This design comes from an exercise in tuning for small area on the open sky130 flow, not from production work.
Only simulation tests tie the RTL to the original design; equivalence was not proved.
Power figures rest on the tool's default switching activity, not on a simulated workload.

// SingleCycleRiscV
module SingleCycleRiscV(
    input clk,
    input reset,
    output [31:0] pc,
    input  [31:0] instr,
    output [31:0] dmem_addr,
    output        dmem_re,
    output [3:0]  dmem_wmask,
    output [31:0] dmem_wdata,
    input  [31:0] dmem_rdata
);
==> flow/config.mk <==
export PLATFORM = sky130hd
export DESIGN_NAME = SingleCycleRiscV
export DESIGN_NICKNAME = SingleCycleRiscV
export VERILOG_FILES = /design/flow/design.v
export SDC_FILE = /design/flow/constraint.sdc
export NUM_CORES = 4
export LEC_CHECK = 0
export CAP_MARGIN = 20
export CORE_MARGIN = 2
export CORE_UTILIZATION = 40
export PLACE_DENSITY = 0.5
export SETUP_SLACK_MARGIN = 0.1
export SLEW_MARGIN = 20
export SYNTH_HIERARCHICAL = 1
==> flow/constraint.sdc <==
create_clock -name core_clock -period 12.0 [get_ports {clk}]
set_input_delay 2.4000 -clock core_clock [delete_from_list [all_inputs] [get_ports {clk}]]
set_output_delay 2.4000 -clock core_clock [all_outputs]
set_load 0.01 [all_outputs]
standard.sh (not shown) runs the stock make flow with config.mk's settings and CLKGATE_MAP_FILE= SYNTH_SCRIPT=/design/flow/synth_recipe.tcl, a recipe that flattens the netlist after the stock synthesis.
==> flow/flow/run.sh <==
#!/bin/bash
# The standard layout (standard.sh, unchanged synthesis and steps) with two
# settings passed through the environment:
#  - port buffers are buf_1 cells instead of the default clkdlybuf4s50_1
#  - clock tree synthesis without dummy loads and with larger sink clusters
# make's full output goes to standard.log in the work folder; the tools' own
# logs stay under orfs/logs.
set -euo pipefail
export BUFFER_PORTS_ARGS="-buffer_cell sky130_fd_sc_hd__buf_1"
export CTS_ARGS="-sink_clustering_enable -repair_clock_nets -dont_use_dummy_load -buf_list sky130_fd_sc_hd__clkbuf_8 -sink_clustering_size 12 -sink_clustering_max_diameter 80"
bash standard.sh > standard.log 2>&1
The starting point finished with timing, DRC and antenna clean.
Then changed:
--- a/flow/flow/run.sh
+++ b/flow/flow/run.sh
@@ -9,3 +9,3 @@
 export BUFFER_PORTS_ARGS="-buffer_cell sky130_fd_sc_hd__buf_1"
-export CTS_ARGS="-sink_clustering_enable -repair_clock_nets -dont_use_dummy_load -buf_list sky130_fd_sc_hd__clkbuf_8 -sink_clustering_size 12 -sink_clustering_max_diameter 80"
+export CTS_ARGS="-sink_clustering_enable -repair_clock_nets -dont_use_dummy_load -buf_list sky130_fd_sc_hd__clkbuf_8 -sink_clustering_size 13 -sink_clustering_max_diameter 80"
 bash standard.sh > standard.log 2>&1
--- a/flow/config.mk
+++ b/flow/config.mk
@@ -7,8 +7,8 @@
 export LEC_CHECK = 0
-export CAP_MARGIN = 20
+export CAP_MARGIN = 10
 export CORE_MARGIN = 2
-export CORE_UTILIZATION = 40
-export PLACE_DENSITY = 0.5
+export CORE_UTILIZATION = 45
+export PLACE_DENSITY = 0.65
 export SETUP_SLACK_MARGIN = 0.1
-export SLEW_MARGIN = 20
+export SLEW_MARGIN = 10
 export SYNTH_HIERARCHICAL = 1
Outcome: Global-route usage increases by 1.2 points. Via count increases by 0.57%. Utilization increases by 5.1 points. Cell area decreases by 0.99%.

Another version of the RTL of SingleCycleRiscV (not shown whole).
For scale: roughly 170 I/O pins, ~0.045 mm2 of cells after synthesis.
Settings: LEC_CHECK=0, CAP_MARGIN=10, CORE_MARGIN=2, CORE_UTILIZATION=50, PLACE_DENSITY=0.7, SETUP_SLACK_MARGIN=0.1, SLEW_MARGIN=10, SYNTH_HIERARCHICAL=1; clock period 12.0 ns.
==> flow/flow/run.sh <==
#!/bin/bash
# The standard layout (standard.sh, unchanged synthesis and steps) with two
# settings passed through the environment:
#  - port buffers are buf_1 cells instead of the default clkdlybuf4s50_1
#  - clock tree synthesis without dummy loads and with larger sink clusters
# make's full output goes to standard.log in the work folder; the tools' own
# logs stay under orfs/logs.
set -euo pipefail
export BUFFER_PORTS_ARGS="-buffer_cell sky130_fd_sc_hd__buf_1"
export CTS_ARGS="-sink_clustering_enable -repair_clock_nets -dont_use_dummy_load -buf_list sky130_fd_sc_hd__clkbuf_8 -sink_clustering_size 16 -sink_clustering_max_diameter 80"
bash standard.sh > standard.log 2>&1
The starting point went through all stages and came out clean.
Then changed:
--- a/flow/flow/run.sh
+++ b/flow/flow/run.sh
@@ -8,4 +8,4 @@
 set -euo pipefail
 export BUFFER_PORTS_ARGS="-buffer_cell sky130_fd_sc_hd__buf_1"
-export CTS_ARGS="-sink_clustering_enable -repair_clock_nets -dont_use_dummy_load -buf_list sky130_fd_sc_hd__clkbuf_8 -sink_clustering_size 16 -sink_clustering_max_diameter 80"
+export CTS_ARGS="-sink_clustering_enable -repair_clock_nets -dont_use_dummy_load -buf_list sky130_fd_sc_hd__clkbuf_8 -sink_clustering_size 13 -sink_clustering_max_diameter 80"
 bash standard.sh > standard.log 2>&1
- CORE_UTILIZATION: 50 -> 45
- PLACE_DENSITY: 0.7 -> 0.65
Outcome:
- The changed run produced a clean layout
- worst hold slack got worse by 0.012 ns
- combinational power goes down slightly
- setup slack improved by 0.26 ns
- total power goes up by a few percent
- sequential share of layout area goes down by 0.29 points
- sequential power is about the same
- maximum frequency goes up by a few percent
- routed wire length goes up by a few percent
Then changed:
--- a/flow/flow/run.sh
+++ b/flow/flow/run.sh
@@ -8,4 +8,4 @@
 set -euo pipefail
 export BUFFER_PORTS_ARGS="-buffer_cell sky130_fd_sc_hd__buf_1"
-export CTS_ARGS="-sink_clustering_enable -repair_clock_nets -dont_use_dummy_load -buf_list sky130_fd_sc_hd__clkbuf_8 -sink_clustering_size 13 -sink_clustering_max_diameter 80"
+export CTS_ARGS="-sink_clustering_enable -repair_clock_nets -dont_use_dummy_load -buf_list sky130_fd_sc_hd__clkbuf_8 -sink_clustering_size 14 -sink_clustering_max_diameter 80"
 bash standard.sh > standard.log 2>&1
- CORE_UTILIZATION: 45 -> 50
- PLACE_DENSITY: 0.65 -> 0.7
After rerunning: Clock power drops by a few percent; global-route usage goes up by 2.9 points; worst hold slack gains 0.0096 ns; synthesized area stays the same; clock-buffer cell count falls by 5; sequential share of layout area goes up by 0.18 points; design area went down slightly; sequential power is about the same; total power decreases slightly.

==> what the ideal ports hide <==
In the flow no input, the clock included, has a driving cell. The finished layouts below were timed again as built, in two steps.
Step 1, drivers: a clkbuf_16 drives clk and a buf_2 each remaining input, both assumed.
Step 2 times the ports against the registers' clock, not the clock port: input delays grow and output delays shrink by t, the midpoint of the rising clock arrivals with the driver on.
Three values: no drivers, after step 1, after step 2; two values: the first two.
| run | shift t [ns] | setup slack, ns | worst hold slack (ns) |
|---|---|---|---|
| the first run of note 1 | 0.853 | 0.749 / 0.679 / 0.679 | 0.479 / 0.479 / 0.479 |
| the second run of note 1 | 0.855 | 0.559 / 0.521 / 0.521 | 0.473 / 0.473 / 0.473 |
| the first run of note 2 | 0.819 | 0.515 / 0.468 / 0.319 | 0.486 / 0.486 / 0.486 |
| the second run of note 2 | 0.846 | 0.779 / 0.753 / 0.753 | 0.475 / 0.475 / 0.475 |
| the third run of note 2 | 0.840 | 0.519 / 0.472 / 0.472 | 0.484 / 0.484 / 0.484 |
After both steps setup and hold are still met in every run listed. The setup slack of the first run of note 2, which loses most, moves by -0.047 ns with the drivers and by -0.196 ns with both steps.
